This is an optimization exercise on Yosys and OpenROAD, whose aim is small area and a short achievable clock period, not a production implementation. At most, simulation tests tie the RTL to the original design; equivalence was not proved. Function not checked in run 1: the RTL went through the layout flow alone. No driver is modelled on the clock port, so clocking that relies on it looks cheaper here than on a real chip. Power is estimated from default activity; no workload was simulated.

`flow/config.mk`:
```
export PLATFORM = sky130hd
export DESIGN_NAME = sync_fifo_32x8
export DESIGN_NICKNAME = sync_fifo_32x8
export VERILOG_FILES = /design/flow/design.v
export SDC_FILE = /design/flow/constraint.sdc
export NUM_CORES = 4
export LEC_CHECK = 0
export CAP_MARGIN = 20
export CORE_MARGIN = 2
export CORE_UTILIZATION = 40
export CTS_CLUSTER_DIAMETER = 60
export CTS_CLUSTER_SIZE = 40
export PLACE_DENSITY = 0.6
export SETUP_SLACK_MARGIN = 1.5
export SLEW_MARGIN = 20
```
`flow/constraint.sdc`:
```
create_clock -name core_clock -period 3.3 [get_ports {clk}]
set_input_delay 0.6600 -clock core_clock [delete_from_list [all_inputs] [get_ports {clk}]]
set_output_delay 0.6600 -clock core_clock [all_outputs]
set_load 0.01 [all_outputs]
```
`flow/design.v`:
```
module sync_fifo_32x8 #(
  parameter DEPTH = 32,
  parameter WIDTH = 8
) (
  input clk, rst,
  input wr_en,
  input wire [WIDTH-1:0] din,
  output full,
  input rd_en,
  output reg [WIDTH-1:0] dout,
  output empty
);
  reg [WIDTH-1:0] fifo [0:DEPTH-1];
  reg [4:0] wr_ptr, rd_ptr;
  reg [7:0] rd_lo;             
  reg [3:0] rd_hi;             
  reg full_r, nempty_r;
  reg wr_pend, rd_byp;
  reg [WIDTH-1:0] wr_data;
  function [4:0] succ;
    input [4:0] p;
    succ = {p[3:0], p[4] ^ p[2] ^ (p[3:0] == 4'b0000)};
  endfunction
  function [4:0] pred;
    input [4:0] p;
    pred = {p[0] ^ p[3] ^ (p[4:1] == 4'b0000), p[4:1]};
  endfunction
  wire [4:0] wr_nxt = succ(wr_ptr);
  wire [4:0] rd_nxt = succ(rd_ptr);
  wire almost_full  = (wr_nxt == rd_ptr);    
  wire almost_empty = (rd_nxt == wr_ptr);    
  wire wa = wr_en & ~full_r;
  wire ra = rd_en & nempty_r;
  wire [4:0] rd_new  = ra ? rd_nxt : rd_ptr;
  wire       byp_new = wa & (~nempty_r | (almost_empty & ra));
  reg [WIDTH-1:0] rdata;
  integer i;
  always @* begin
    rdata = wr_data & {WIDTH{rd_byp}};
    for (i = 0; i < DEPTH; i = i + 1)
      rdata = rdata | (fifo[i] & {WIDTH{rd_hi[i >> 3] & rd_lo[i & 7]}});
  end
  always @(posedge clk or posedge rst) begin
    if (rst) begin
      wr_ptr   <= 5'd0;
      rd_ptr   <= 5'd0;
      rd_lo    <= 8'd1;
      rd_hi    <= 4'd1;
      full_r   <= 1'b0;
      nempty_r <= 1'b0;
      wr_pend  <= 1'b0;
      rd_byp   <= 1'b0;
      dout     <= {WIDTH{1'b0}};
    end else begin
      if (wa) wr_ptr <= wr_nxt;
      rd_ptr   <= rd_new;
      rd_lo    <= 8'd1 << rd_new[2:0];
      rd_hi    <= byp_new ? 4'd0 : (4'd1 << rd_new[4:3]);
      rd_byp   <= byp_new;
      wr_pend  <= wa;
      if (ra) dout <= rdata;
      full_r   <= full_r ? ~ra : (almost_full & wa & ~ra);
      nempty_r <= nempty_r ? ~(almost_empty & ra & ~wa) : wa;
    end
  end
  always @(posedge clk) begin
    wr_data <= din;
    if (wr_pend) fifo[pred(wr_ptr)] <= wr_data;
  end
  assign full  = full_r;
  assign empty = ~nempty_r;
endmodule
```
`flow/flow/run.sh`:
```
#!/bin/bash
# Own layout flow: the standard ORFS flow with three changes.
#  - The platform's don't-use list is extended by flow/dont_use.txt's extra
#    cells (slow single-size gates), for synthesis and for repair.
#  - The CTS step's repair is replaced by flow/post_cts.tcl, which drops the
#    clock tree's root buffer (the clock port then drives the tree's two
#    first-level buffers) and repairs timing in a few passes.
# Each step's output goes to its own log here; ORFS's per-tool logs are under
# orfs/logs/.
set -euo pipefail
W=$PWD
DU="$(tr '\n' ' ' < "$W/flow/dont_use.txt")"
bash standard.sh synth "DONT_USE_CELLS=$DU" > "$W/run_synth.log" 2>&1
bash standard.sh floorplan place "DONT_USE_CELLS=$DU" > "$W/run_place.log" 2>&1
bash standard.sh cts "DONT_USE_CELLS=$DU" SKIP_CTS_REPAIR_TIMING=1 "POST_CTS_TCL=$W/flow/post_cts.tcl" > "$W/run_cts.log" 2>&1
bash standard.sh finish "DONT_USE_CELLS=$DU" SKIP_CTS_REPAIR_TIMING=1 "POST_CTS_TCL=$W/flow/post_cts.tcl" > "$W/run_finish.log" 2>&1
```
`flow/flow/dont_use.txt`:
```
sky130_fd_sc_hd__probe_p_8 sky130_fd_sc_hd__probec_p_8 sky130_fd_sc_hd__lpflow_bleeder_1 sky130_fd_sc_hd__lpflow_clkbufkapwr_1 sky130_fd_sc_hd__lpflow_clkbufkapwr_16 sky130_fd_sc_hd__lpflow_clkbufkapwr_2 sky130_fd_sc_hd__lpflow_clkbufkapwr_4 sky130_fd_sc_hd__lpflow_clkbufkapwr_8 sky130_fd_sc_hd__lpflow_clkinvkapwr_1 sky130_fd_sc_hd__lpflow_clkinvkapwr_16 sky130_fd_sc_hd__lpflow_clkinvkapwr_2 sky130_fd_sc_hd__lpflow_clkinvkapwr_4 sky130_fd_sc_hd__lpflow_clkinvkapwr_8 sky130_fd_sc_hd__lpflow_decapkapwr_12 sky130_fd_sc_hd__lpflow_decapkapwr_3 sky130_fd_sc_hd__lpflow_decapkapwr_4 sky130_fd_sc_hd__lpflow_decapkapwr_6 sky130_fd_sc_hd__lpflow_decapkapwr_8 sky130_fd_sc_hd__lpflow_inputiso0n_1 sky130_fd_sc_hd__lpflow_inputiso0p_1 sky130_fd_sc_hd__lpflow_inputiso1n_1 sky130_fd_sc_hd__lpflow_inputiso1p_1 sky130_fd_sc_hd__lpflow_inputisolatch_1 sky130_fd_sc_hd__lpflow_isobufsrc_1 sky130_fd_sc_hd__lpflow_isobufsrc_16 sky130_fd_sc_hd__lpflow_isobufsrc_2 sky130_fd_sc_hd__lpflow_isobufsrc_4 sky130_fd_sc_hd__lpflow_isobufsrc_8 sky130_fd_sc_hd__lpflow_isobufsrckapwr_16 sky130_fd_sc_hd__lpflow_lsbuf_lh_hl_isowell_tap_1 sky130_fd_sc_hd__lpflow_lsbuf_lh_hl_isowell_tap_2 sky130_fd_sc_hd__lpflow_lsbuf_lh_hl_isowell_tap_4 sky130_fd_sc_hd__lpflow_lsbuf_lh_isowell_4 sky130_fd_sc_hd__lpflow_lsbuf_lh_isowell_tap_1 sky130_fd_sc_hd__lpflow_lsbuf_lh_isowell_tap_2 sky130_fd_sc_hd__lpflow_lsbuf_lh_isowell_tap_4
sky130_fd_sc_hd__a222oi_1
```
`flow/flow/post_cts.tcl`:
```
# Runs at the end of ORFS's CTS step (POST_CTS_TCL), with the CTS step's own
# repair skipped (SKIP_CTS_REPAIR_TIMING=1).
# 1. The clock tree's root buffer only drives the two buffers of the tree's
#    first level; drop it and let the clock port drive those two directly
#    (the port then feeds 2 cell pins). Every register keeps the same number
#    of buffers from the port, so no register's clock moves against another's.
# 2. Repair setup and hold as the CTS step would, in a few passes.
set block [ord::get_db_block]
set root [$block findInst clkbuf_0_clk]
if {$root != "NULL"} {
  set rnet [[$root findITerm X] getNet]
  set pnet [[$root findITerm A] getNet]
  set n 0
  foreach it [$rnet getITerms] {
    if {[$it getInst] != $root} { incr n }
  }
  if {$n <= 4} {
    foreach it [$rnet getITerms] {
      if {[$it getInst] != $root} { $it disconnect; $it connect $pnet }
    }
    [$root findITerm A] disconnect
    odb::dbInst_destroy $root
    odb::dbNet_destroy $rnet
    puts "post_cts: removed clkbuf_0_clk, port drives $n buffers"
  }
}
estimate_parasitics -placement
puts "post_cts: before repair WS [sta::worst_slack_cmd max]"
set npass 3
if {[info exists ::env(FLOW_REPAIR_PASSES)]} { set npass $::env(FLOW_REPAIR_PASSES) }
for {set i 0} {$i < $npass} {incr i} {
  repair_timing_helper
  puts "post_cts: pass $i WS [sta::worst_slack_cmd max]"
}
detailed_placement
check_placement -verbose
estimate_parasitics -placement
puts "post_cts: after repair WS [sta::worst_slack_cmd max]"
```
`flow/standard.sh`:
```
#!/bin/bash
# synth_recipe.tcl (not shown) runs the flow's synth.tcl, then flattens the netlist and writes it again
# the make line also repeats each setting of config.mk as NAME=value (left out here)
make -C /OpenROAD-flow-scripts/flow DESIGN_CONFIG=/design/flow/config.mk WORK_HOME=/design/flow/orfs CLKGATE_MAP_FILE= SYNTH_SCRIPT=/design/flow/synth_recipe.tcl "${@:-finish}"
```
==> run_results.csv, run 1 <==
group,metric,value,unit
sta,finalHoldViolations,0,
sta,slew_headroom,0.353,
power_and_ir_drop,p_int,7220,uW
worst_setup_path,rrSetupSlack,1450,ps
worst_setup_path,slowest_stage,"dfstp_4",
cts,worstSkewPairLatency,400,ps
logic_synthesis,synth_seq_cells,298,
min_path,worstHoldStart,"full_r",
min_path,hold_path_class,"reg -> reg",
sta,worst_pin_slew,969,ps
grt,antenna_found_initial,0,
power_and_ir_drop,leakage,0.00459,uW
grt,grt_max_degree,35,
route,post-route-drc-count,0,
sta,maxSlewViolCount,0,
worst_setup_path,crit_chain,"buf_4, a22oi_1, nand2_1, a221o_1, o32a_1",
worst_setup_path,slowest_delay,560,ps
sta,period_minus_slack,1850,ps
floorplanning,chipHeight,171,microns
grt,grt_overflow,0,
power_and_ir_drop,cellPowerDensity,811,mW/mm^2
logic_synthesis,synth_simple_gate_area_share,0.0616,
min_path,min_to,"full_r",
grt,grt_pass1_vias,6946,
sta,layout_setup_ws,1450,ps
worst_setup_path,crit_type,"reg -> reg",
logic_synthesis,syn_nets,718,
worst_setup_path,critPathRequiredTime,3570,ps
logic_synthesis,synth_area,0.0112,sq mm
sta,setup_tns,0,ps
logic_synthesis,synth.mux.area_fraction,0.00669,
power_and_ir_drop,p_switching,4030,uW
logic_synthesis,synth_top_family_by_area,"compound AO/OA/AOI/OAI gates",
route,vias,6971,
floorplanning,core.rowCount,61,
final_layout,syn_to_final_growth,23.6,%
power_and_ir_drop,sw_frac_of_total,0.358,
floorplanning,start_util,0.405,
placed_design,io_buffers,21,
grt,grt.total_usage,0.218,
route,drt_iter0_markers,767,
worst_setup_path,rr_endpoint,"dout[6]",
worst_setup_path,crit_arrival,2120,ps
outcome,status,"timing/DRC/antenna clean",
sta,finalSetupViolCount,0,
final_layout,final_nets,808,
placed_design,dpl.hpwl,19.2,mm
worst_setup_path,cp_max_fo,8,
worst_setup_path,rr_worst_depth,5,
route,vias_per_cell,5.87,
route,wl,31.8,mm
route,antenna_left,0,
power_and_ir_drop,clock_power_share,0.232,
placed_design,post-place-ws,719,ps
min_path,hold_path_depth,2,
floorplanning,die_w,171,microns
floorplanning,io_pins,22,
job,drv_cap,0,
sta,rsz0062_at_grt,"true",
worst_setup_path,critPathLaunchType,"flip-flop",
sta,clock.fmax,542,MHz
final_layout,final_cell_mix,"edfxtp_1 (256), a22oi_1 (73), buf_4 (70)",
logic_synthesis,synthXorXnorAreaFrac,0.00937,
logic_synthesis,syn_inst,706,
logic_synthesis,yosysUniqueCellTypes,44,
logic_synthesis,synth-seq-area-share,0.776,
logic_synthesis,syn_area_per_cell,15.9,sq um
worst_setup_path,path_buf_inv,1,
worst_setup_path,critical_path.top_delay_family,"compound AO/OA/AOI/OAI gates",
power_and_ir_drop,comb_power_share,0.319,
floorplanning,core_area,0.0277,sq mm
logic_synthesis,yosysWarnings,1,
worst_setup_path,crit_path_start,"rd_lo[0]",
worst_setup_path,end_kind,"flip-flop",
final_layout,final_common_cell,"edfxtp_1",
floorplanning,dieArea,0.0294,sq mm
power_and_ir_drop,seqPwrFrac,0.450,
sta,clock_skew,25.3,ps
cts,clock_sinks,298,
final_layout,diodes,0,
grt,grt_pass1_wl,46.1,mm
route,wl_per_cell,26.8,microns
worst_setup_path,r2r_start,"rd_lo[0]",
logic_synthesis,synth_fa_ha_area_frac,0,
logic_synthesis,synth-compound-area-share,0.125,
final_layout,drive_gt1_frac,0.290,
placed_design,gp_congestion,0.865,
cts,cts_tree,"built",
route,dr.pass1.iters,5,
power_and_ir_drop,vdd_drop_max,377,uV
cts,clk_pin_slew,100,ps
sta,period_share,0.559,
-- worst max path at each step --
stage | end | slack, ps | depth (start not counted)
after floorplan | fifo[23][0] | 1390 | 3
after global placement | dout[6] | 750 | 7
after detailed placement | dout[6] | 720 | 7
after global routing | dout[5] | 1430 | 6
final | dout[6] | 1450 | 5
-- state kept, by name, indices dropped and copies added, names as in the netlist --
signal	cells
wr_ptr	5
dout	8
nempty_r	1
rd_hi	4
rd_byp	1
full_r	1
rd_lo	8
wr_data	8
wr_pend	1
rd_ptr	5
fifo	256
-- power by group through the flow --
stage                     Combinational (uW)  Clock, uW  Sequential [uW]
final                                   3590       2610             5060
after global routing                    3790       2770             5090
after floorplan                         1790          0             4760
after detailed placement                2440          0             5260
after global placement                  2390          0             5240
-- cell usage after synthesis, drive strengths merged --
cell     count  area (sq um)
and2b        1          8.76
nand3       25           125
buf         19          98.8
dfxtp        8           160
nor3        13          65.1
a22o        41           359
a31oi       10          62.6
a211oi       2          15.0
nand2b       3          18.8
inv          9          33.8
a221o        1          10.0
nand2       41           154
and3         1          11.3
o41ai        1          16.3
a21boi       3          22.5
clkbuf      28           105
mux2         4          45.0
o211ai       1          7.51
o22ai        2          12.5
dfstp        2          52.6
nor2        49           184
mux2i        3          30.0
dfrtp       32           801
or3b         2          17.5
a21o         1          7.51
a22oi       83           623
and2         3          20.0
xor2         4          35.0
a41oi        2          17.5
o21ai        1          5.00
nand4        6          37.5
or3          1          11.3
a221oi      17           149
nand3b       5          37.5
a21oi       15          75.1
o2111ai      1          8.76
xnor2        8          70.1
o32a         1          10.0
edfxtp     256          7690
clkinv       1          3.75
-- routing by layer --
layer	vias to the layer above	global-route usage	wire, microns
met3	72	0.0380	2870
met4	0	0.0733	1120
met1	3566	0.299	12800
met5	-	0	0
li1	2977	-	-
met2	356	0.352	15100
-- worst register-to-register path, cell delays in order, from the launching register on --
cell and delay, ps:
dfstp_4 560, buf_4 230, a22oi_1 170, nand2_1 120, a221o_1 350, o32a_1 290
-- kinds of logic (layout without fill, tap and decap cells) --
group	Yosys count	in the layout
flops	298	298
buf+inv	57	160
simple gates	150	150
xor+xnor	12	12
compound gates	182	182
mux	7	7
-- layout make-up --
| class | instances | area [sq um] |
|---|---|---|
| fillers | 2236 | 13800 |
| flip-flops and latches | 298 | 8750 |
| multi-input cells | 351 | 2770 |
| repair buffers | 117 | 1160 |
| clock buffers | 20 | 489 |
| well taps | 378 | 473 |
| clock inverters | 13 | 184 |
| inverters | 10 | 41.3 |
-- stage by stage --
step           cells  instance area [sq um]  hold WS (ps)  utilization  total power (uW)
3_5_place_dp    1095                  12100           542        0.435              7690
5_1_grt         1187                  13900           610        0.500             11700
6_report        1187                  13900           554        0.500             11300
3_3_place_gp    1095                  12100           556        0.435              7640
2_1_floorplan    706                  11300           525            -              6540
==> inputs of run 2 (changes only) <==
--- a/flow/design.v
+++ b/flow/design.v
@@ -15,15 +15,13 @@
   reg [7:0] rd_lo;             
   reg [3:0] rd_hi;             
   reg full_r, nempty_r;
-  reg wr_pend, rd_byp;
+  reg [7:0] wr_lo;             
+  reg [3:0] wr_hi;             
+  reg rd_byp;
   reg [WIDTH-1:0] wr_data;
   function [4:0] succ;
     input [4:0] p;
     succ = {p[3:0], p[4] ^ p[2] ^ (p[3:0] == 4'b0000)};
-  endfunction
-  function [4:0] pred;
-    input [4:0] p;
-    pred = {p[0] ^ p[3] ^ (p[4:1] == 4'b0000), p[4:1]};
   endfunction
   wire [4:0] wr_nxt = succ(wr_ptr);
   wire [4:0] rd_nxt = succ(rd_ptr);
@@ -34,7 +32,7 @@
   wire [4:0] rd_new  = ra ? rd_nxt : rd_ptr;
   wire       byp_new = wa & (~nempty_r | (almost_empty & ra));
   reg [WIDTH-1:0] rdata;
-  integer i;
+  integer i, j;
   always @* begin
     rdata = wr_data & {WIDTH{rd_byp}};
     for (i = 0; i < DEPTH; i = i + 1)
@@ -48,7 +46,7 @@
       rd_hi    <= 4'd1;
       full_r   <= 1'b0;
       nempty_r <= 1'b0;
-      wr_pend  <= 1'b0;
+      wr_hi    <= 4'd0;
       rd_byp   <= 1'b0;
       dout     <= {WIDTH{1'b0}};
     end else begin
@@ -57,7 +55,7 @@
       rd_lo    <= 8'd1 << rd_new[2:0];
       rd_hi    <= byp_new ? 4'd0 : (4'd1 << rd_new[4:3]);
       rd_byp   <= byp_new;
-      wr_pend  <= wa;
+      wr_hi    <= wa ? (4'd1 << wr_ptr[4:3]) : 4'd0;
       if (ra) dout <= rdata;
       full_r   <= full_r ? ~ra : (almost_full & wa & ~ra);
       nempty_r <= nempty_r ? ~(almost_empty & ra & ~wa) : wa;
@@ -65,7 +63,9 @@
   end
   always @(posedge clk) begin
     wr_data <= din;
-    if (wr_pend) fifo[pred(wr_ptr)] <= wr_data;
+    wr_lo   <= 8'd1 << wr_ptr[2:0];
+    for (j = 0; j < DEPTH; j = j + 1)
+      if (wr_hi[j >> 3] & wr_lo[j & 7]) fifo[j] <= wr_data;
   end
   assign full  = full_r;
   assign empty = ~nempty_r;
--- a/flow/flow/run.sh
+++ b/flow/flow/run.sh
@@ -1,7 +1,8 @@
 #!/bin/bash
 # Own layout flow: the standard ORFS flow with three changes.
 #  - The platform's don't-use list is extended by flow/dont_use.txt's extra
-#    cells (slow single-size gates), for synthesis and for repair.
+#    cells (a slow single-size gate and the delay cells), for synthesis,
+#    port buffering and repair.
 #  - The CTS step's repair is replaced by flow/post_cts.tcl, which drops the
 #    clock tree's root buffer (the clock port then drives the tree's two
 #    first-level buffers) and repairs timing in a few passes.
==> flow/flow/dont_use.txt (replaced) <==
sky130_fd_sc_hd__probe_p_8 sky130_fd_sc_hd__probec_p_8 sky130_fd_sc_hd__lpflow_bleeder_1 sky130_fd_sc_hd__lpflow_clkbufkapwr_1 sky130_fd_sc_hd__lpflow_clkbufkapwr_16 sky130_fd_sc_hd__lpflow_clkbufkapwr_2 sky130_fd_sc_hd__lpflow_clkbufkapwr_4 sky130_fd_sc_hd__lpflow_clkbufkapwr_8 sky130_fd_sc_hd__lpflow_clkinvkapwr_1 sky130_fd_sc_hd__lpflow_clkinvkapwr_16 sky130_fd_sc_hd__lpflow_clkinvkapwr_2 sky130_fd_sc_hd__lpflow_clkinvkapwr_4 sky130_fd_sc_hd__lpflow_clkinvkapwr_8 sky130_fd_sc_hd__lpflow_decapkapwr_12 sky130_fd_sc_hd__lpflow_decapkapwr_3 sky130_fd_sc_hd__lpflow_decapkapwr_4 sky130_fd_sc_hd__lpflow_decapkapwr_6 sky130_fd_sc_hd__lpflow_decapkapwr_8 sky130_fd_sc_hd__lpflow_inputiso0n_1 sky130_fd_sc_hd__lpflow_inputiso0p_1 sky130_fd_sc_hd__lpflow_inputiso1n_1 sky130_fd_sc_hd__lpflow_inputiso1p_1 sky130_fd_sc_hd__lpflow_inputisolatch_1 sky130_fd_sc_hd__lpflow_isobufsrc_1 sky130_fd_sc_hd__lpflow_isobufsrc_16 sky130_fd_sc_hd__lpflow_isobufsrc_2 sky130_fd_sc_hd__lpflow_isobufsrc_4 sky130_fd_sc_hd__lpflow_isobufsrc_8 sky130_fd_sc_hd__lpflow_isobufsrckapwr_16 sky130_fd_sc_hd__lpflow_lsbuf_lh_hl_isowell_tap_1 sky130_fd_sc_hd__lpflow_lsbuf_lh_hl_isowell_tap_2 sky130_fd_sc_hd__lpflow_lsbuf_lh_hl_isowell_tap_4 sky130_fd_sc_hd__lpflow_lsbuf_lh_isowell_4 sky130_fd_sc_hd__lpflow_lsbuf_lh_isowell_tap_1 sky130_fd_sc_hd__lpflow_lsbuf_lh_isowell_tap_2 sky130_fd_sc_hd__lpflow_lsbuf_lh_isowell_tap_4
sky130_fd_sc_hd__a222oi_1
sky130_fd_sc_hd__clkdlybuf4s15_1
sky130_fd_sc_hd__clkdlybuf4s15_2
sky130_fd_sc_hd__clkdlybuf4s18_1
sky130_fd_sc_hd__clkdlybuf4s18_2
sky130_fd_sc_hd__clkdlybuf4s25_1
sky130_fd_sc_hd__clkdlybuf4s25_2
sky130_fd_sc_hd__clkdlybuf4s50_1
sky130_fd_sc_hd__clkdlybuf4s50_2
sky130_fd_sc_hd__dlygate4sd1_1
sky130_fd_sc_hd__dlygate4sd2_1
sky130_fd_sc_hd__dlygate4sd3_1
sky130_fd_sc_hd__dlymetal6s2s_1
sky130_fd_sc_hd__dlymetal6s4s_1
sky130_fd_sc_hd__dlymetal6s6s_1
--- a/flow/config.mk
+++ b/flow/config.mk
@@ -11,5 +11,5 @@
 export CTS_CLUSTER_DIAMETER = 60
 export CTS_CLUSTER_SIZE = 40
 export PLACE_DENSITY = 0.6
-export SETUP_SLACK_MARGIN = 1.5
+export SETUP_SLACK_MARGIN = 1.8
 export SLEW_MARGIN = 20
==> run 2 against run 1 <==
Still clean on timing, DRC and antenna. Area after synthesis rose by 3.4%. Clock skew rose by 10 ps. Cell area rose by 1.3%.
==> run_results.csv, run 2 <==
group,metric,value,unit
sta,layout_setup_ws,1510,ps
power_and_ir_drop,leakage,0.00481,uW
logic_synthesis,syn_inst,748,
logic_synthesis,yosysUniqueCellTypes,42,
sta,clock_skew,35.5,ps
cts,worstSkewPairLatency,420,ps
floorplanning,chipHeight,174,microns
final_layout,largest_reg_flops,256,
logic_synthesis,synth_edf_count,256,
floorplanning,die_w,174,microns
worst_setup_path,rr_endpoint,"dout[6]",
sta,clock.fmax,559,MHz
grt,grt_max_degree,38,
final_layout,final_common_cell,"edfxtp_1",
outcome,status,"timing/DRC/antenna clean",
grt,grt_pass1_vias,7129,
logic_synthesis,synth.top_cell.area_share,0.663,
placed_design,post-place-ws,1080,ps
route,wl,34.9,mm
final_layout,final_cell_mix,"edfxtp_1 (256), nand2_1 (62), buf_1 (62)",
grt,grt_pass1_wl,50.0,mm
worst_setup_path,rr_worst_depth,5,
floorplanning,core_area,0.0286,sq mm
route,wl_per_cell,27.5,microns
worst_setup_path,critPathRequiredTime,3600,ps
job,drv_cap,0,
logic_synthesis,synthArstFlopShare,0.120,
logic_synthesis,syn_nets,760,
final_layout,multi_input_area,0.00270,sq mm
grt,antenna_found_initial,0,
worst_setup_path,crit_path_start,"rd_lo[5]",
logic_synthesis,syn_area_per_cell,15.5,sq um
logic_synthesis,yosysMostFrequentCell,"edfxtp_1",
route,drt_iter0_markers,980,
worst_setup_path,crit_type,"reg -> reg",
final_layout,final_nets,878,
sta,maxSlewViolCount,0,
route,antenna_left,0,
final_layout,diodes,0,
logic_synthesis,synth_top_area_cell,"edfxtp_1",
logic_synthesis,synth-seq-area-share,0.771,
final_layout,syn_to_final_growth,21.2,%
power_and_ir_drop,p_total,11900,uW
final_layout,seq_area,0.00899,sq mm
sta,worst_pin_slew,900,ps
cts,clock_sinks,309,
route,vias,7428,
worst_setup_path,crit_arrival,2080,ps
route,post-route-drc-count,0,
sta,rsz0062_at_grt,"true",
logic_synthesis,synth_seq_cells,309,
floorplanning,io_pins,22,
placed_design,dpl.hpwl,19.8,mm
worst_setup_path,r2r_start,"rd_lo[5]",
route,vias_per_cell,5.86,
logic_synthesis,synth_area,0.0116,sq mm
worst_setup_path,end_kind,"flip-flop",
worst_setup_path,cp_max_fo,5,
sta,finalHoldViolations,0,
worst_setup_path,critPathLaunchType,"flip-flop",
placed_design,gp_congestion,0.866,
power_and_ir_drop,vdd_drop_max,545,uV
logic_synthesis,synthFlopType,"edfxtp_1",
logic_synthesis,synthTopCellsByCount,"edfxtp_1 (256), a22oi_1 (80), nand2_1 (65), a22o_1 (59), clkbuf_1 (37)",
sta,slew_headroom,0.399,
sta,period_share,0.542,
logic_synthesis,yosysWarnings,2,
cts,clk_pin_slew,90,ps
sta,setup_tns,0,ps
route,dr.pass1.iters,7,
power_and_ir_drop,cellPowerDensity,849,mW/mm^2
cts,cts_tree,"built",
floorplanning,dieArea,0.0304,sq mm
worst_setup_path,rrSetupSlack,1510,ps
logic_synthesis,synth_area_leaders,"edfxtp_1 (66%), dfrtp_1 (7.6%), a22oi_1 (5.2%), a22o_1 (4.5%), dfxtp_1 (2.8%)",
sta,finalSetupViolCount,0,
floorplanning,start_util,0.405,
final_layout,drive_gt1_frac,0.232,
floorplanning,core.rowCount,62,
placed_design,io_buffers,21,
worst_setup_path,endpoint,"dout[6]",
final_layout,fill_cells,2395,
final_layout,top_register,"fifo",
grt,grt.total_usage,0.228,
grt,grt_overflow,0,
sta,period_minus_slack,1790,ps
min_path,hold_path_class,"in -> reg",
run 2: changes by cell type in the layout (fill, tap and decap cells not counted), moves of 16 or more:
cell,delta
a22o_1,+18
a22oi_1,-16
and2_1,+32
buf_1,+62
buf_2,+29
buf_4,-60
buf_6,+21
nand2_1,+23
nor2_4,-23
run 2: power breakdown:
part | total (uW) | leakage (uW) | switching (uW) | internal, uW
sequential | 5230 | 0.00287 | 531 | 4700
clock | 3110 | 0.000411 | 1630 | 1480
combinational | 3580 | 0.00153 | 2080 | 1500
run 2: worst min path at each step:
stage | slack (ps) | end | cells after the start | start
2_1_floorplan | 540 | dout[7] | 1 | dout[7]
3_3_place_gp | 530 | full_r | 2 | full_r
3_5_place_dp | 540 | dout[6] | 2 | dout[6]
5_1_grt | 320 | wr_data[3] | 1 | din[3]
6_report | 320 | wr_data[3] | 1 | din[3]
run 2: routing by layer:
metal | part of all wire | wire length, microns | global-route usage | vias up
met2 | 0.46 | 15900 | 0.349 | 413
li1 | - | - | - | 3157
met3 | 0.087 | 3040 | 0.0396 | 78
met1 | 0.42 | 14600 | 0.330 | 3780
met5 | 0 | 0 | 0 | -
met4 | 0.039 | 1350 | 0.0819 | 0
run 2: cell families after synthesis:
family,share of synthesized area
flops,0.771
buf+inv,0.0209
simple gates,0.0758
mux,0.000863
compound gates,0.123
xor+xnor,0.00831
run 2: cell type report:
class,instances,area share
Sequential cell,309,0.640
Multi-Input combinational cell,378,0.192
Timing Repair Buffer,145,0.0699
Clock buffer,24,0.0428
Tap cell,384,0.0342
Clock inverter,20,0.0184
Inverter,8,0.00232
run 2: per-stage QoR:
step / hold slack (ps) / area [sq um] / util / std cells
2_1_floorplan: 540 / 11700 / - / 748
6_report: 322 / 14000 / 0.491 / 1268
5_1_grt: 316 / 14000 / 0.491 / 1268
3_3_place_gp: 532 / 12100 / 0.423 / 1126
3_5_place_dp: 544 / 12100 / 0.423 / 1126
run 2: worst max-delay path: stages, from the launching register on:
cell      delay [ps]
dfrtp_4          550
buf_8            170
a22oi_2          150
nand4_1          280
a211oi_2         410
a31oi_1          120
==> inputs of run 3 (changes only) <==
--- a/flow/config.mk
+++ b/flow/config.mk
@@ -7,9 +7,9 @@
 export LEC_CHECK = 0
 export CAP_MARGIN = 20
 export CORE_MARGIN = 2
-export CORE_UTILIZATION = 40
+export CORE_UTILIZATION = 55
 export CTS_CLUSTER_DIAMETER = 60
 export CTS_CLUSTER_SIZE = 40
-export PLACE_DENSITY = 0.6
-export SETUP_SLACK_MARGIN = 1.8
+export PLACE_DENSITY = 0.7
+export SETUP_SLACK_MARGIN = 1.5
 export SLEW_MARGIN = 20
==> run 3 against run 2 <==
Die area shrank 27%. Clock power shrank 23%. Final cell count decreased by 15%. Clock-buffer cell count down 8. Cell area shrank 8.4%. Critical path depth did not move. First-iteration DRC count rose by 13%. Routed wire length fell by 8.3%. Hold slack improved by 0.84 ps. Largest cell class unchanged. Clock skew decreased by 14 ps. Setup slack worse by 66 ps. Register-to-register slack got worse by 70 ps.
==> run_results.csv, run 3 <==
group,metric,value,unit
sta,clock.fmax,539,MHz
route,antenna_left,0,
floorplanning,chipHeight,149,microns
final_layout,largest_reg_flops,256,
final_layout,final_cell_mix,"edfxtp_1 (256), a22oi_1 (75), nand2_1 (65)",
floorplanning,dieArea,0.0223,sq mm
logic_synthesis,synthTopCellsByCount,"edfxtp_1 (256), a22oi_1 (80), nand2_1 (65), a22o_1 (59), clkbuf_1 (37)",
route,vias_per_cell,6.74,
grt,grt_pass1_vias,7133,
power_and_ir_drop,comb_power_share,0.247,
route,drt_iter0_markers,1106,
power_and_ir_drop,cellPowerDensity,805,mW/mm^2
logic_synthesis,synthFlopType,"edfxtp_1",
floorplanning,die_w,149,microns
power_and_ir_drop,p_int,6700,uW
logic_synthesis,syn_inst,748,
floorplanning,core.rowCount,53,
logic_synthesis,synth-seq-area-share,0.771,
floorplanning,start_util,0.557,
sta,slew_headroom,0.268,
route,post-route-drc-count,0,
final_layout,syn_to_final_growth,10.9,%
power_and_ir_drop,p_switching,3650,uW
final_layout,fill_cells,1503,
worst_setup_path,critical_path.top_delay_family,"compound AO/OA/AOI/OAI gates",
worst_setup_path,cp_max_fo,10,
logic_synthesis,synth_seq_cells,309,
worst_setup_path,rr_worst_depth,5,
cts,clk_pin_slew,110,ps
worst_setup_path,slowest_delay,540,ps
placed_design,post-place-ws,1010,ps
logic_synthesis,synth_simple_gate_area_share,0.0758,
logic_synthesis,synth_top_area_cell,"edfxtp_1",
logic_synthesis,yosysWarnings,2,
worst_setup_path,path_buf_inv,1,
job,drv_cap,0,
final_layout,diodes,0,
sta,finalHoldViolations,0,
logic_synthesis,synthXorXnorAreaFrac,0.00831,
grt,grt.total_usage,0.294,
final_layout,final_common_cell,"edfxtp_1",
final_layout,top_register,"fifo",
power_and_ir_drop,sw_frac_of_total,0.353,
logic_synthesis,synth.mux.area_fraction,0.000863,
logic_synthesis,yosysUniqueCellTypes,42,
final_layout,multi_input_area,0.00248,sq mm
logic_synthesis,syn_nets,760,
floorplanning,io_pins,22,
min_path,hold_path_class,"in -> async",
sta,hold_slack,323,ps
route,vias,7301,
power_and_ir_drop,seqPwrFrac,0.520,
final_layout,seq_area,0.00898,sq mm
power_and_ir_drop,clock_power_share,0.233,
power_and_ir_drop,vdd_drop_max,531,uV
worst_setup_path,r2r_start,"rd_hi[2]",
outcome,status,"timing/DRC/antenna clean",
logic_synthesis,synth_fa_ha_area_frac,0,
sta,layout_setup_ws,1450,ps
logic_synthesis,synth_edf_count,256,
logic_synthesis,synthArstFlopShare,0.120,
grt,antenna_found_initial,1,
final_layout,drive_gt1_frac,0.115,
logic_synthesis,synth-compound-area-share,0.123,
logic_synthesis,synth_area_leaders,"edfxtp_1 (66%), dfrtp_1 (7.6%), a22oi_1 (5.2%), a22o_1 (4.5%), dfxtp_1 (2.8%)",
logic_synthesis,yosysMostFrequentCell,"edfxtp_1",
logic_synthesis,syn_area_per_cell,15.5,sq um
power_and_ir_drop,leakage,0.00435,uW
sta,finalSetupViolCount,0,
worst_setup_path,rr_endpoint,"dout[7]",
worst_setup_path,crit_arrival,2140,ps
sta,maxSlewViolCount,0,
placed_design,io_buffers,21,
logic_synthesis,synth_top_family_by_area,"compound AO/OA/AOI/OAI gates",
sta,period_minus_slack,1850,ps
logic_synthesis,synth_area,0.0116,sq mm
sta,worst_pin_slew,1100,ps
route,wl,32.0,mm
route,wl_per_cell,29.6,microns
worst_setup_path,rrSetupSlack,1450,ps
cts,cts_tree,"built",
placed_design,dpl.hpwl,19.3,mm
cts,worstSkewPairLatency,390,ps
grt,grt_pass1_wl,46.9,mm
route,dr.pass1.iters,5,
worst_setup_path,critPathRequiredTime,3590,ps
grt,grt_overflow,0,
placed_design,gp_congestion,0.915,
floorplanning,core_area,0.0208,sq mm
sta,clock_skew,21.4,ps
sta,setup_tns,0,ps
sta,period_share,0.562,
final_layout,final_core_util,0.618,
grt,grt_max_degree,36,
logic_synthesis,synth.top_cell.area_share,0.663,
worst_setup_path,slowest_stage,"dfrtp_4",
final_layout,final_nets,810,
worst_setup_path,critPathLaunchType,"flip-flop",
sta,rsz0062_at_grt,"true",
worst_setup_path,end_kind,"flip-flop",
cts,clock_sinks,309,
worst_setup_path,crit_chain,"buf_6, a22o_1, a22oi_1, nand4_1, o32a_1",
worst_setup_path,crit_type,"reg -> reg",
-- run 3: cell types whose count changed in the layout (fill, tap and decap cells not counted), moves of 14 or more --
cell	delta
buf_1	-14
a22oi_1	+18
buf_6	-21
a22oi_2	-18
-- run 3: stage by stage --
stage | instances | power (uW) | instance area (sq um)
after floorplan | 748 | 6630 | 11600
after detailed placement | 1018 | 7570 | 11900
after global placement | 1018 | 7490 | 11900
after global routing | 1084 | 10700 | 12900
final | 1084 | 10300 | 12900
-- run 3: worst register-to-register path, cell delays in order (launching register included) --
cell and delay [ps]:
dfrtp_4 540, buf_6 180, a22o_1 220, a22oi_1 290
nand4_1 170, o32a_1 360
-- run 3: per-layer routing --
| metal | track usage | wire length [microns] | share of wire |
|---|---|---|---|
| met1 | 0.403 | 11700 | 0.37 |
| met2 | 0.464 | 14900 | 0.47 |
| met3 | 0.0648 | 3790 | 0.12 |
| met4 | 0.121 | 1630 | 0.051 |
| met5 | 0 | 0 | 0 |
-- run 3: area by class of cell --
type | instances | share of cell area
timing repair buffer | 85 | 0.0339
sequential | 309 | 0.698
inverter | 8 | 0.00233
clock buffer | 16 | 0.0311
tap | 275 | 0.0268
clock inverter | 13 | 0.0151
multi-input combinational | 378 | 0.193
-- run 3: logic make-up (layout without fill, tap and decap cells) --
group / count (synthesis) / in the layout
DFF: 309 / 309
and+or+nand+nor: 180 / 180
AOI/OAI and AO/OA: 186 / 186
buffers and inverters: 61 / 122
xor gates and xnor gates: 11 / 11
muxes: 1 / 1
-- run 3: power by group through the flow --
| stage | logic [uW] | clock network, uW | registers [uW] |
|---|---|---|---|
| 3_3_place_gp | 1940 | 0 | 5540 |
| 6_report | 2550 | 2410 | 5380 |
| 3_5_place_dp | 2000 | 0 | 5570 |
| 5_1_grt | 2690 | 2570 | 5420 |
| 2_1_floorplan | 1710 | 0 | 4930 |
-- run 3: worst max path at each step --
stage / startpoint / end / slack (ps) / cells past startpoint
3_3_place_gp: rd_lo[6] / dout[1] / 1050 / 5
5_1_grt: rd_hi[3] / dout[3] / 1430 / 6
6_report: rd_hi[2] / dout[7] / 1450 / 5
2_1_floorplan: rd_en / rd_lo[6] / 1540 / 7
3_5_place_dp: rd_lo[6] / dout[1] / 1010 / 5
==> inputs of run 4 (changes only) <==
--- a/flow/config.mk
+++ b/flow/config.mk
@@ -7,9 +7,9 @@
 export LEC_CHECK = 0
 export CAP_MARGIN = 20
 export CORE_MARGIN = 2
-export CORE_UTILIZATION = 55
+export CORE_UTILIZATION = 40
 export CTS_CLUSTER_DIAMETER = 60
 export CTS_CLUSTER_SIZE = 40
-export PLACE_DENSITY = 0.7
-export SETUP_SLACK_MARGIN = 1.5
+export PLACE_DENSITY = 0.6
+export SETUP_SLACK_MARGIN = 1.65
 export SLEW_MARGIN = 20
==> run 4 against run 3 <==
Die area up 36%. Routed wire length up 7.6%. Highest routed layer unchanged. Largest power group unchanged. Flip-flop and latch count unchanged. Cell area up 7.7%. Critical path type unchanged. Critical path depth up 1. First-iteration DRC count down 8.9%. Hold slack worse by 10 ps. Area after synthesis unchanged.
==> run_results.csv, run 4 <==
group,metric,value,unit
worst_setup_path,rr_endpoint,"dout[5]",
grt,grt_overflow,0,
final_layout,drive_gt1_frac,0.219,
floorplanning,core_area,0.0286,sq mm
logic_synthesis,synthFlopType,"edfxtp_1",
route,vias_per_cell,5.86,
floorplanning,chipHeight,174,microns
logic_synthesis,synth.top_cell.area_share,0.663,
route,drt_iter0_markers,1008,
worst_setup_path,end_kind,"flip-flop",
logic_synthesis,synth_top_area_cell,"edfxtp_1",
route,wl_per_cell,27.8,microns
logic_synthesis,synth-seq-area-share,0.771,
sta,rsz0062_at_grt,"true",
grt,grt.total_usage,0.225,
power_and_ir_drop,cellPowerDensity,836,mW/mm^2
sta,clock_skew,21.7,ps
final_layout,largest_reg_flops,256,
cts,clk_pin_slew,100,ps
power_and_ir_drop,leakage,0.00471,uW
floorplanning,start_util,0.405,
route,post-route-drc-count,0,
worst_setup_path,crit_path_start,"rd_hi[1]",
sta,slew_headroom,0.370,
placed_design,gp_congestion,0.853,
route,antenna_left,0,
logic_synthesis,yosysUniqueCellTypes,42,
min_path,hold_path_class,"in -> async",
route,dr.pass1.iters,5,
sta,period_share,0.539,
sta,setup_tns,0,ps
grt,grt_pass1_vias,6958,
final_layout,top_register,"fifo",
worst_setup_path,endpoint,"dout[5]",
logic_synthesis,synth_area_leaders,"edfxtp_1 (66%), dfrtp_1 (7.6%), a22oi_1 (5.2%), a22o_1 (4.5%), dfxtp_1 (2.8%)",
worst_setup_path,rr_worst_depth,6,
worst_setup_path,crit_arrival,2040,ps
job,drv_cap,0,
cts,worstSkewPairLatency,410,ps
final_layout,fin_area,0.0138,sq mm
logic_synthesis,synthTopCellsByCount,"edfxtp_1 (256), a22oi_1 (80), nand2_1 (65), a22o_1 (59), clkbuf_1 (37)",
logic_synthesis,yosysWarnings,2,
worst_setup_path,slowest_delay,550,ps
sta,period_minus_slack,1780,ps
grt,antenna_found_initial,1,
logic_synthesis,synthArstFlopShare,0.120,
worst_setup_path,critPathRequiredTime,3570,ps
sta,clock.fmax,562,MHz
cts,clock_sinks,309,
floorplanning,core.rowCount,62,
floorplanning,io_pins,22,
sta,finalHoldViolations,0,
logic_synthesis,syn_nets,760,
logic_synthesis,yosysMostFrequentCell,"edfxtp_1",
cts,cts_tree,"built",
final_layout,instances_no_fill,1239,
logic_synthesis,synth_edf_count,256,
sta,finalSetupViolCount,0,
placed_design,dpl.hpwl,19.7,mm
grt,grt_max_degree,33,
worst_setup_path,critPathLaunchType,"flip-flop",
power_and_ir_drop,vdd_drop_max,522,uV
logic_synthesis,syn_inst,748,
floorplanning,die_w,174,microns
worst_setup_path,cp_max_fo,6,
placed_design,post_dp_cell_area,0.0121,sq mm
worst_setup_path,slowest_stage,"dfrtp_4",
worst_setup_path,r2r_start,"rd_hi[1]",
placed_design,place_inst,1128,
logic_synthesis,synth_seq_cells,309,
floorplanning,dieArea,0.0304,sq mm
grt,grt_pass1_wl,49.4,mm
placed_design,post-place-ws,1150,ps
logic_synthesis,synth_area,0.0116,sq mm
logic_synthesis,syn_area_per_cell,15.5,sq um
sta,layout_setup_ws,1520,ps
final_layout,final_nets,850,
sta,maxSlewViolCount,0,
worst_setup_path,rrSetupSlack,1520,ps
final_layout,final_common_cell,"edfxtp_1",
sta,worst_pin_slew,939,ps
route,wl,34.5,mm
final_layout,final_cell_mix,"edfxtp_1 (256), nand2_1 (63), a22o_1 (59)",
route,vias,7266,
worst_setup_path,crit_type,"reg -> reg",
placed_design,io_buffers,21,
outcome,status,"timing/DRC/antenna clean",
final_layout,syn_to_final_growth,19.4,%
worst_setup_path,crit_chain,"buf_8, a22o_1, a22oi_2, nand4_1, a21oi_2, a31oi_1",
[run 4: how the worst min path moves through the flow]
| stage | startpoint | endpoint | cells past startpoint |
|---|---|---|---|
| after floorplan | dout[7] | dout[7] | 1 |
| after global placement | full_r | full_r | 2 |
| after global routing | rst | dout[4] | 2 |
| final | rst | dout[4] | 2 |
| after detailed placement | full_r | full_r | 2 |
[run 4: final cells by class]
type | instances | area (sq um)
clock inverter | 17 | 249
timing repair buffer | 120 | 853
inverter | 8 | 30.0
tap | 384 | 480
antenna | 1 | 2.50
fill | 2427 | 14800
multi-input combinational | 378 | 2690
sequential | 309 | 8990
clock buffer | 22 | 551
[run 4: where the power goes]
part           total [uW]  switching, uW  internal, uW  leakage, uW
clock                3010           1510          1500     0.000388
sequential           5250            555          4700      0.00288
combinational        3330           1950          1370      0.00144
total               11600           4020          7570      0.00471
[run 4: worst max-delay path, delay by kind of cell (launching register included)]
| kind | cells | cell delay (ps) |
|---|---|---|
| flip-flops | 1 | 550 |
| AO/OA/AOI/OAI | 4 | 720 |
| buffers and inverters | 1 | 170 |
| AND/OR/NAND/NOR | 1 | 210 |
[run 4: cells by family after synthesis]
family                    Yosys count  synth area share
and+or+nand+nor                   180            0.0758
buffers and inverters              61            0.0209
AOI/OAI and AO/OA                 186             0.123
xor gates and xnor gates           11           0.00831
muxes                               1          0.000863
DFF                               309             0.771
[run 4: layer usage]
layer | global-route usage | wire (microns) | up-vias
li1 | - | - | 3092
met5 | 0 | 0 | -
met3 | 0.0363 | 3520 | 67
met4 | 0.0637 | 1200 | 0
met2 | 0.359 | 15900 | 434
met1 | 0.321 | 13900 | 3673
[run 4: stage by stage]
| stage | total power (uW) | hold WS, ps | utilization |
|---|---|---|---|
| floorplan | 6640 | 540 | - |
| global placement | 7570 | 537 | 0.422 |
| detailed placement | 7590 | 540 | 0.422 |
| global route | 12000 | 336 | 0.484 |
| finish | 11600 | 313 | 0.484 |
==> inputs of run 5 (changes only) <==
--- a/flow/config.mk
+++ b/flow/config.mk
@@ -11,5 +11,5 @@
 export CTS_CLUSTER_DIAMETER = 60
 export CTS_CLUSTER_SIZE = 40
 export PLACE_DENSITY = 0.6
-export SETUP_SLACK_MARGIN = 1.65
+export SETUP_SLACK_MARGIN = 1.4
 export SLEW_MARGIN = 20
==> run 5 against run 4 <==
Highest routed layer unchanged. Via count decreased by 5.4%. Combinational power is 32% lower. Cell area decreased by 6.2%. Largest power group unchanged. Synthesized cell count is the same. Area after synthesis stayed put.
==> run_results.csv, run 5 <==
group,metric,value,unit
final_layout,syn_to_final_growth,12.0,%
grt,grt_overflow,0,
route,post-route-drc-count,0,
sta,worst_pin_slew,895,ps
route,vias_per_cell,5.81,
floorplanning,start_util,0.405,
cts,cts_tree,"built",
outcome,status,"timing/DRC/antenna clean",
sta,slew_headroom,0.400,
route,dr.pass1.iters,5,
logic_synthesis,syn_inst,748,
logic_synthesis,synth_area_leaders,"edfxtp_1 (66%), dfrtp_1 (7.6%), a22oi_1 (5.2%), a22o_1 (4.5%), dfxtp_1 (2.8%)",
grt,grt_pass1_wl,46.1,mm
worst_setup_path,critPathLaunchType,"flip-flop",
final_layout,final_nets,795,
worst_setup_path,rr_worst_depth,5,
worst_setup_path,cp_max_fo,16,
sta,period_minus_slack,1880,ps
logic_synthesis,synth-seq-area-share,0.771,
route,antenna_left,0,
grt,grt_max_degree,33,
final_layout,seq_area,0.00898,sq mm
floorplanning,core_area,0.0286,sq mm
logic_synthesis,synthArstFlopShare,0.120,
logic_synthesis,synthXorXnorAreaFrac,0.00831,
logic_synthesis,syn_area_per_cell,15.5,sq um
logic_synthesis,synth-compound-area-share,0.123,
placed_design,post_dp_cell_area,0.0121,sq mm
cts,clock_sinks,309,
final_layout,fill_cells,2520,
power_and_ir_drop,vdd_drop_max,514,uV
logic_synthesis,synthTopCellsByCount,"edfxtp_1 (256), a22oi_1 (80), nand2_1 (65), a22o_1 (59), clkbuf_1 (37)",
final_layout,final_cell_mix,"edfxtp_1 (256), a22oi_1 (79), nand2_1 (65)",
worst_setup_path,r2r_start,"rd_lo[1]",
logic_synthesis,synth.mux.area_fraction,0.000863,
sta,clock.fmax,533,MHz
logic_synthesis,synth_edf_count,256,
logic_synthesis,synth_seq_cells,309,
worst_setup_path,crit_type,"reg -> reg",
placed_design,io_buffers,21,
cts,clk_pin_slew,90,ps
logic_synthesis,yosysWarnings,2,
logic_synthesis,synth.top_cell.area_share,0.663,
placed_design,gp_congestion,0.849,
worst_setup_path,slowest_stage,"dfrtp_4",
floorplanning,die_w,174,microns
worst_setup_path,endpoint,"dout[4]",
logic_synthesis,synth_top_family_by_area,"compound AO/OA/AOI/OAI gates",
worst_setup_path,crit_path_start,"rd_lo[1]",
final_layout,diodes,0,
route,wl_per_cell,27.2,microns
final_layout,final_common_cell,"edfxtp_1",
power_and_ir_drop,leakage,0.00435,uW
worst_setup_path,end_kind,"flip-flop",
route,vias,6872,
job,drv_cap,0,
min_path,hold_path_class,"in -> async",
sta,setup_tns,0,ps
route,wl,32.2,mm
sta,period_share,0.569,
sta,finalSetupViolCount,0,
worst_setup_path,slowest_delay,630,ps
logic_synthesis,synth_simple_gate_area_share,0.0758,
floorplanning,core.rowCount,62,
final_layout,fin_area,0.0130,sq mm
logic_synthesis,synth_top_area_cell,"edfxtp_1",
grt,antenna_found_initial,0,
sta,clock_skew,20.8,ps
grt,grt_pass1_vias,6811,
final_layout,multi_input_area,0.00243,sq mm
sta,maxSlewViolCount,0,
floorplanning,dieArea,0.0304,sq mm
floorplanning,io_pins,22,
final_layout,top_register,"fifo",
sta,finalHoldViolations,0,
logic_synthesis,synth_fa_ha_area_frac,0,
final_layout,drive_gt1_frac,0.101,
worst_setup_path,rrSetupSlack,1420,ps
logic_synthesis,syn_nets,760,
cts,worstSkewPairLatency,400,ps
worst_setup_path,crit_chain,"buf_4, a22oi_1, nand4_1, a221oi_1, a31oi_1",
final_layout,largest_reg_flops,256,
worst_setup_path,crit_arrival,2160,ps
placed_design,dpl.hpwl,19.6,mm
floorplanning,chipHeight,174,microns
logic_synthesis,synthFlopType,"edfxtp_1",
worst_setup_path,critPathRequiredTime,3580,ps
grt,grt.total_usage,0.210,
sta,rsz0062_at_grt,"true",
logic_synthesis,synth_area,0.0116,sq mm
route,drt_iter0_markers,943,
logic_synthesis,yosysMostFrequentCell,"edfxtp_1",
power_and_ir_drop,cellPowerDensity,811,mW/mm^2
logic_synthesis,yosysUniqueCellTypes,42,
worst_setup_path,rr_endpoint,"dout[4]",
-- run 5: how the worst min path moves through the flow --
stage | startpoint | to | slack (ps)
floorplan | dout[7] | dout[7] | 540
global placement | wr_data[7] | fifo[24][7] | 510
detailed placement | wr_data[7] | fifo[24][7] | 520
global route | din[3] | wr_data[3] | 340
finish | rst | rd_ptr[1] | 320
-- run 5: final cells by class --
cell class,count,area share
sequential,309,0.692
clock buffer,27,0.0454
multi-input combinational,378,0.187
clock inverter,12,0.0114
timing repair buffer,65,0.0247
tap,384,0.0370
inverter,8,0.00231
-- run 5: kinds of logic (layout without fill, tap and decap cells) --
logic type | after synthesis | after routing
mux | 1 | 1
simple gates | 180 | 180
compound gates | 186 | 186
buf+inv | 61 | 112
flops | 309 | 309
xor+xnor | 11 | 11
-- run 5: routing by layer --
metal  GRT usage  routed length (microns)
met2       0.339                    15200
met1       0.287                    13100
met5           0                        0
met4      0.0679                     1190
met3      0.0416                     2770
-- run 5: metrics by stage --
| stage | std cells | setup WS [ps] | total power [uW] | util | hold slack, ps |
|---|---|---|---|---|---|
| 2_1_floorplan | 748 | 1470 | 6630 | - | 540 |
| 3_3_place_gp | 1127 | 1070 | 7610 | 0.422 | 510 |
| 3_5_place_dp | 1127 | 1020 | 7640 | 0.422 | 518 |
| 5_1_grt | 1183 | 1310 | 10900 | 0.454 | 341 |
| 6_report | 1183 | 1420 | 10500 | 0.454 | 317 |
-- run 5: report_power, final --
part	leakage, uW	switching, uW	internal, uW
sequential	0.00288	792	4690
combinational	0.00112	1360	887
clock	0.000350	1390	1400
-- run 5: worst max-delay path: cells and delay by family (launching register included) --
| family | cells | cell delay, ps |
|---|---|---|
| buf+inv | 1 | 240 |
| compound gates | 3 | 730 |
| flops | 1 | 630 |
| simple gates | 1 | 160 |
==> inputs of run 6 (changes only) <==
--- a/flow/config.mk
+++ b/flow/config.mk
@@ -11,5 +11,5 @@
 export CTS_CLUSTER_DIAMETER = 60
 export CTS_CLUSTER_SIZE = 40
 export PLACE_DENSITY = 0.6
-export SETUP_SLACK_MARGIN = 1.4
+export SETUP_SLACK_MARGIN = 1.5
 export SLEW_MARGIN = 20
==> run 6 against run 5 <==
Via count is 2.2% higher. Hold slack worse by 73 ps. Die area is the same. Utilization increased by 0.67 points. Power is 1.2% higher. Setup slack better by 67 ps. Clock skew grew 3.4 ps. Critical path depth increased by 1. Routed wire length up 3.2%. Cell area is 1.5% higher. Clock power is 6% lower. Global-route usage is 0.70 points higher.
==> run_results.csv, run 6 <==
group,metric,value,unit
outcome,status,"timing/DRC/antenna clean",
worst_setup_path,crit_arrival,2070,ps
grt,grt_overflow,0,
route,vias_per_cell,5.84,
sta,setup_tns,0,ps
logic_synthesis,synth_seq_cells,309,
logic_synthesis,synth-seq-area-share,0.771,
sta,finalHoldViolations,0,
final_layout,final_nets,815,
grt,antenna_found_initial,2,
power_and_ir_drop,leakage,0.00445,uW
placed_design,dpl.hpwl,19.9,mm
logic_synthesis,synthTopCellsByCount,"edfxtp_1 (256), a22oi_1 (80), nand2_1 (65), a22o_1 (59), clkbuf_1 (37)",
route,vias,7024,
sta,rsz0062_at_grt,"true",
logic_synthesis,syn_inst,748,
sta,maxSlewViolCount,0,
floorplanning,io_pins,22,
logic_synthesis,synth_area_leaders,"edfxtp_1 (66%), dfrtp_1 (7.6%), a22oi_1 (5.2%), a22o_1 (4.5%), dfxtp_1 (2.8%)",
final_layout,instances_no_fill,1202,
worst_setup_path,crit_chain,"buf_1, a22o_1, a22oi_2, nand2_1, nor3_1, a31oi_1",
min_path,hold_path_class,"in -> async",
floorplanning,start_util,0.405,
worst_setup_path,rr_worst_depth,6,
placed_design,place_inst,1130,
final_layout,top_register,"fifo",
sta,clock.fmax,552,MHz
final_layout,fin_area,0.0132,sq mm
sta,slew_headroom,0.369,
route,drt_iter0_markers,949,
worst_setup_path,critPathRequiredTime,3560,ps
final_layout,final_common_cell,"edfxtp_1",
route,wl_per_cell,27.6,microns
floorplanning,core.rowCount,62,
route,routed.top_layer,"met5",
final_layout,final_cell_mix,"edfxtp_1 (256), a22oi_1 (69), nand2_1 (65)",
placed_design,io_buffers,21,
floorplanning,die_w,174,microns
cts,cts_tree,"built",
sta,period_share,0.549,
power_and_ir_drop,vdd_drop_max,548,uV
final_layout,syn_to_final_growth,13.6,%
worst_setup_path,cp_max_fo,6,
logic_synthesis,yosysUniqueCellTypes,42,
logic_synthesis,syn_area_per_cell,15.5,sq um
power_and_ir_drop,cellPowerDensity,808,mW/mm^2
floorplanning,chipHeight,174,microns
route,dr_wl_met2,15.6,mm
sta,finalSetupViolCount,0,
sta,worst_pin_slew,945,ps
cts,worstSkewPairLatency,410,ps
grt,grt.total_usage,0.217,
final_layout,diodes,0,
logic_synthesis,synth_area,0.0116,sq mm
floorplanning,core_area,0.0286,sq mm
worst_setup_path,slowest_delay,550,ps
sta,period_minus_slack,1810,ps
logic_synthesis,yosysMostFrequentCell,"edfxtp_1",
logic_synthesis,syn_nets,760,
route,wl_met3,3.02,mm
logic_synthesis,synth_top_area_cell,"edfxtp_1",
route,wl_met1,13.5,mm
grt,grt_pass1_vias,6841,
cts,clk_pin_slew,110,ps
grt,grt_max_degree,33,
logic_synthesis,synth.top_cell.area_share,0.663,
worst_setup_path,slowest_stage,"dfrtp_4",
logic_synthesis,synth_edf_count,256,
grt,grt_pass1_wl,47.6,mm
worst_setup_path,critPathLaunchType,"flip-flop",
route,antenna_left,0,
job,drv_cap,0,
floorplanning,dieArea,0.0304,sq mm
worst_setup_path,end_kind,"flip-flop",
route,wl,33.2,mm
placed_design,post_dp_cell_area,0.0121,sq mm
final_layout,largest_reg_flops,256,
power_and_ir_drop,p_total,10600,uW
placed_design,gp_congestion,0.842,
final_layout,final_core_util,0.460,
worst_setup_path,crit_type,"reg -> reg",
logic_synthesis,yosysWarnings,2,
logic_synthesis,synthArstFlopShare,0.120,
cts,clock_sinks,309,
sta,clock_skew,24.1,ps
final_layout,drive_gt1_frac,0.143,
logic_synthesis,synthFlopType,"edfxtp_1",
route,dr.pass1.iters,5,
route,post-route-drc-count,0,
[run 6: cell type report]
cell class                 count  area [sq um]
fill                        2482         15400
sequential                   309          8980
multi-input combinational    378          2500
timing repair buffer          86           502
clock buffer                  20           500
tap                          384           480
clock inverter                17           179
inverter                       8          31.3
[run 6: path summary, 6_finish.rpt]
path	from	endpoint	slack, ps
worst max register to register	rd_hi[2]	dout[2]	1490
worst max-delay path	rd_hi[2]	dout[2]	1490
min in group core_clock	din[5]	wr_data[5]	350
worst min-delay path	rst	rd_ptr[0]	240
worst min register to register	full_r	full_r	580
max in group asynchronous	rst	wr_ptr[0]	2390
[run 6: power breakdown]
part / leakage [uW] / total, uW / switching (uW) / internal [uW]
clock network: 0.000327 / 2640 / 1440 / 1210
registers: 0.00288 / 5230 / 540 / 4690
logic: 0.00124 / 2780 / 1720 / 1050
total: 0.00445 / 10600 / 3700 / 6950
[run 6: layer usage]
layer,vias to the layer above,global-route usage
met5,-,0
met4,2,0.0725
met3,74,0.0319
met2,353,0.346
met1,3573,0.307
li1,3022,-
[run 6: critical path, delay by kind of cell, from the launching register on]
family,cells,cell delay [ps]
buffers and inverters,1,200
AND/OR/NAND/NOR,2,280
flip-flops,1,550
AO/OA/AOI/OAI,3,630
[run 6: cells by family (layout without fill, tap and decap cells)]
kind of cell           after synthesis  in the layout  share of synthesized area
AO/OA/AOI/OAI                      186            186                      0.123
multiplexers                         1              1                   0.000863
buffers and inverters               61            131                     0.0209
flip-flops                         309            309                      0.771
AND/OR/NAND/NOR                    180            180                     0.0758
XOR/XNOR                            11             11                    0.00831
[run 6: metrics by stage]
stage	hold slack [ps]	setup slack, ps
after floorplan	540	1540
after global placement	573	1130
after detailed placement	541	1160
after global routing	282	1450
final	244	1490
==> inputs of run 7 (changes only) <==
--- a/flow/config.mk
+++ b/flow/config.mk
@@ -5,6 +5,7 @@
 export SDC_FILE = /design/flow/constraint.sdc
 export NUM_CORES = 4
 export LEC_CHECK = 0
+export ABC_AREA = 1
 export CAP_MARGIN = 20
 export CORE_MARGIN = 2
 export CORE_UTILIZATION = 40
==> run 7 against run 6 <==
Combinational power shrank about 30%. Die area up 3.5%. Critical path depth rose by 3. Clock-buffer cell count is 7 higher.
==> run_results.csv, run 7 <==
group,metric,value,unit
route,post-route-drc-count,0,
final_layout,final_core_util,0.457,
grt,grt_pass1_vias,7424,
worst_setup_path,path_buf_inv,3,
worst_setup_path,rr_endpoint,"dout[1]",
logic_synthesis,synth_area,0.0120,sq mm
route,wl_per_cell,22.9,microns
logic_synthesis,synth_edf_count,256,
final_layout,fill_cells,2777,
route,drt_iter0_markers,973,
placed_design,gp_congestion,0.922,
cts,clock_sinks,309,
final_layout,syn_to_final_growth,12.9,%
outcome,status,"timing/DRC/antenna clean",
route,antenna_left,0,
floorplanning,start_util,0.405,
logic_synthesis,syn_area_per_cell,11.1,sq um
worst_setup_path,crit_type,"reg -> reg",
floorplanning,core_area,0.0296,sq mm
logic_synthesis,synth_area_leaders,"edfxtp_1 (64%), nand2_1 (15%), dfrtp_1 (7.3%), nor2_1 (2.8%), dfxtp_1 (2.7%)",
logic_synthesis,yosysMostFrequentCell,"nand2_1",
logic_synthesis,syn_inst,1078,
cts,cts_tree,"built",
final_layout,multi_input_area,0.00267,sq mm
floorplanning,io_pins,22,
logic_synthesis,yosysWarnings,2,
min_path,worstHoldStart,"din[5]",
grt,grt_max_degree,38,
route,dr.pass1.iters,6,
min_path,hold_path_depth,1,
final_layout,final_common_cell,"nand2_1",
sta,clock_skew,24.1,ps
final_layout,final_cell_mix,"nand2_1 (482), edfxtp_1 (256), nor2_1 (82)",
worst_setup_path,slowest_delay,460,ps
job,drv_cap,0,
placed_design,io_buffers,21,
worst_setup_path,r2r_start,"rd_lo[4]",
worst_setup_path,crit_arrival,2090,ps
sta,maxSlewViolCount,0,
floorplanning,dieArea,0.0314,sq mm
logic_synthesis,synth-seq-area-share,0.744,
logic_synthesis,synthTopCellsByCount,"nand2_1 (482), edfxtp_1 (256), nor2_1 (90), inv_1 (85), dfrtp_1 (35)",
power_and_ir_drop,cellPowerDensity,750,mW/mm^2
worst_setup_path,critical_path.top_delay_family,"simple AND/OR/NAND/NOR gates",
worst_setup_path,rr_worst_depth,9,
sta,rsz0062_at_grt,"false",
logic_synthesis,synth_seq_cells,309,
final_layout,largest_reg_flops,256,
cts,clk_pin_slew,70,ps
logic_synthesis,synth.top_cell.area_share,0.640,
grt,grt_overflow,0,
worst_setup_path,critPathRequiredTime,3600,ps
floorplanning,chipHeight,177,microns
placed_design,post-place-ws,1280,ps
sta,finalSetupViolCount,0,
worst_setup_path,end_kind,"flip-flop",
logic_synthesis,synthArstFlopShare,0.120,
grt,grt_pass1_wl,51.0,mm
min_path,hold_path_class,"in -> reg",
placed_design,dpl.hpwl,24.8,mm
floorplanning,die_w,177,microns
logic_synthesis,syn_nets,1090,
sta,worst_pin_slew,1010,ps
min_path,min_to,"wr_data[5]",
power_and_ir_drop,vdd_drop_max,557,uV
power_and_ir_drop,leakage,0.00561,uW
sta,period_minus_slack,1790,ps
route,wl,35.5,mm
final_layout,seq_area,0.00894,sq mm
route,vias_per_cell,5.05,
worst_setup_path,critPathLaunchType,"flip-flop",
power_and_ir_drop,sw_frac_of_total,0.328,
worst_setup_path,crit_chain,"nand2_1, clkinvlp_4, buf_1, nand2_1, nand4_1, nor2_1, nand3_1, nand2_1, inv_1",
route,vias,7837,
power_and_ir_drop,p_int,6840,uW
sta,layout_setup_ws,1510,ps
final_layout,drive_gt1_frac,0.0878,
worst_setup_path,cp_max_fo,4,
logic_synthesis,synthFlopType,"edfxtp_1",
power_and_ir_drop,clock_power_share,0.302,
sta,clock.fmax,559,MHz
logic_synthesis,synth_top_area_cell,"edfxtp_1",
grt,antenna_found_initial,0,
power_and_ir_drop,comb_power_share,0.192,
sta,period_share,0.542,
sta,setup_tns,0,ps
sta,slew_headroom,0.325,
final_layout,top_register,"fifo",
worst_setup_path,slowest_stage,"dfrtp_2",
cts,worstSkewPairLatency,410,ps
sta,finalHoldViolations,0,
final_layout,final_nets,1155,
final_layout,diodes,0,
grt,grt.total_usage,0.229,
logic_synthesis,yosysUniqueCellTypes,22,
power_and_ir_drop,p_switching,3330,uW
power_and_ir_drop,seqPwrFrac,0.506,
worst_setup_path,cp_common_cell,"nand2_1",
worst_setup_path,rrSetupSlack,1510,ps
floorplanning,core.rowCount,63,
[run 7: cell types whose count changed in the layout (fill, tap and decap cells not counted), moves of 11 or more]
| cell | change |
|---|---|
| and2_1 | -34 |
| a22o_1 | -59 |
| a22oi_2 | -11 |
| a22oi_1 | -69 |
| nor2_1 | +61 |
| inv_1 | +73 |
| nand2_1 | +417 |
[run 7: per-layer routing]
metal | global-route usage | vias up | share of wire
met3 | 0.0430 | 71 | 0.082
met1 | 0.324 | 3764 | 0.43
met2 | 0.354 | 365 | 0.45
li1 | - | 3637 | -
met5 | 0 | - | 0
met4 | 0.0850 | 0 | 0.038
[run 7: cell families after synthesis]
| group | count (synthesis) | synth area share |
|---|---|---|
| buffers and inverters | 108 | 0.0357 |
| AOI/OAI and AO/OA | 29 | 0.0134 |
| DFF | 309 | 0.744 |
| xor gates and xnor gates | 3 | 0.00219 |
| and+or+nand+nor | 629 | 0.205 |
[run 7: metrics by stage]
step	std cells	hold slack (ps)	cell area, sq um	power [uW]
global route	1552	342	13600	10600
detailed placement	1486	541	12600	7070
global placement	1486	535	12600	7060
floorplan	1078	481	12000	6200
finish	1552	356	13600	10200
[run 7: power by group through the flow]
stage	clock network (uW)	registers [uW]	logic [uW]
5_1_grt	3260	5180	2160
6_report	3070	5150	1950
2_1_floorplan	0	4940	1260
3_3_place_gp	0	5210	1850
3_5_place_dp	0	5210	1860
[run 7: area by class of cell]
class                           count  share of cell area
Multi-Input combinational cell    661               0.197
Timing Repair Buffer               53              0.0185
Tap cell                          390              0.0360
Sequential cell                   309               0.659
Inverter                           94              0.0271
Clock buffer                       27              0.0451
Clock inverter                     18              0.0165
[run 7: worst max-delay path by stage]
stage,slack (ps),depth (start not counted),to,start
floorplan,1810,1,dout[0],rst
global placement,1290,8,rd_lo[6],rd_en
detailed placement,1280,8,rd_lo[6],rd_en
global route,1490,11,dout[2],rd_lo[4]
finish,1510,9,dout[1],rd_lo[4]

[separate check: timing with driven ports]
The flow's constraints put no driver on any port. The routed layouts listed below were extracted and timed again, unchanged, in two steps.
Step 1 sets driving cells, clkbuf_16 on the clock port and buf_2 on the other inputs (assumed; they add their load-dependent delay and slew).
Step 2 times the ports against the registers' clock, not the clock port: input delays grow and output delays shrink by t, the midpoint of the rising clock arrivals with the driver on.
a / b / c = no drivers / after step 1 / after step 2; a / b = the first two.
run | t (ns) | slack for setup (ns) | hold slack, ns | clock arrival spread, ns | worst slew at a driven data input, ns
run 1 | 0.445 | 1.454 / 1.454 / 1.238 | 0.554 / 0.554 / 0.554 | 0.026 / 0.026 | 0.04
run 2 | 0.466 | 1.512 / 1.513 / 1.446 | 0.322 / 0.283 / 0.583 | 0.036 / 0.036 | 0.03
run 3 | 0.442 | 1.446 / 1.446 / 1.230 | 0.323 / 0.285 / 0.574 | 0.023 / 0.023 | 0.03
run 4 | 0.456 | 1.521 / 1.521 / 1.371 | 0.313 / 0.272 / 0.590 | 0.027 / 0.026 | 0.03
run 5 | 0.448 | 1.423 / 1.423 / 1.056 | 0.317 / 0.277 / 0.543 | 0.024 / 0.024 | 0.03
run 6 | 0.456 | 1.489 / 1.490 / 1.198 | 0.244 / 0.204 / 0.580 | 0.025 / 0.024 | 0.04
run 7 | 0.461 | 1.513 / 1.513 / 1.360 | 0.356 / 0.313 / 0.553 | 0.028 / 0.027 | 0.03
After both steps every run listed still meets setup and hold. The setup slack of run 5, which loses most, moves by 0.000 ns with the drivers and by -0.367 ns with both steps.
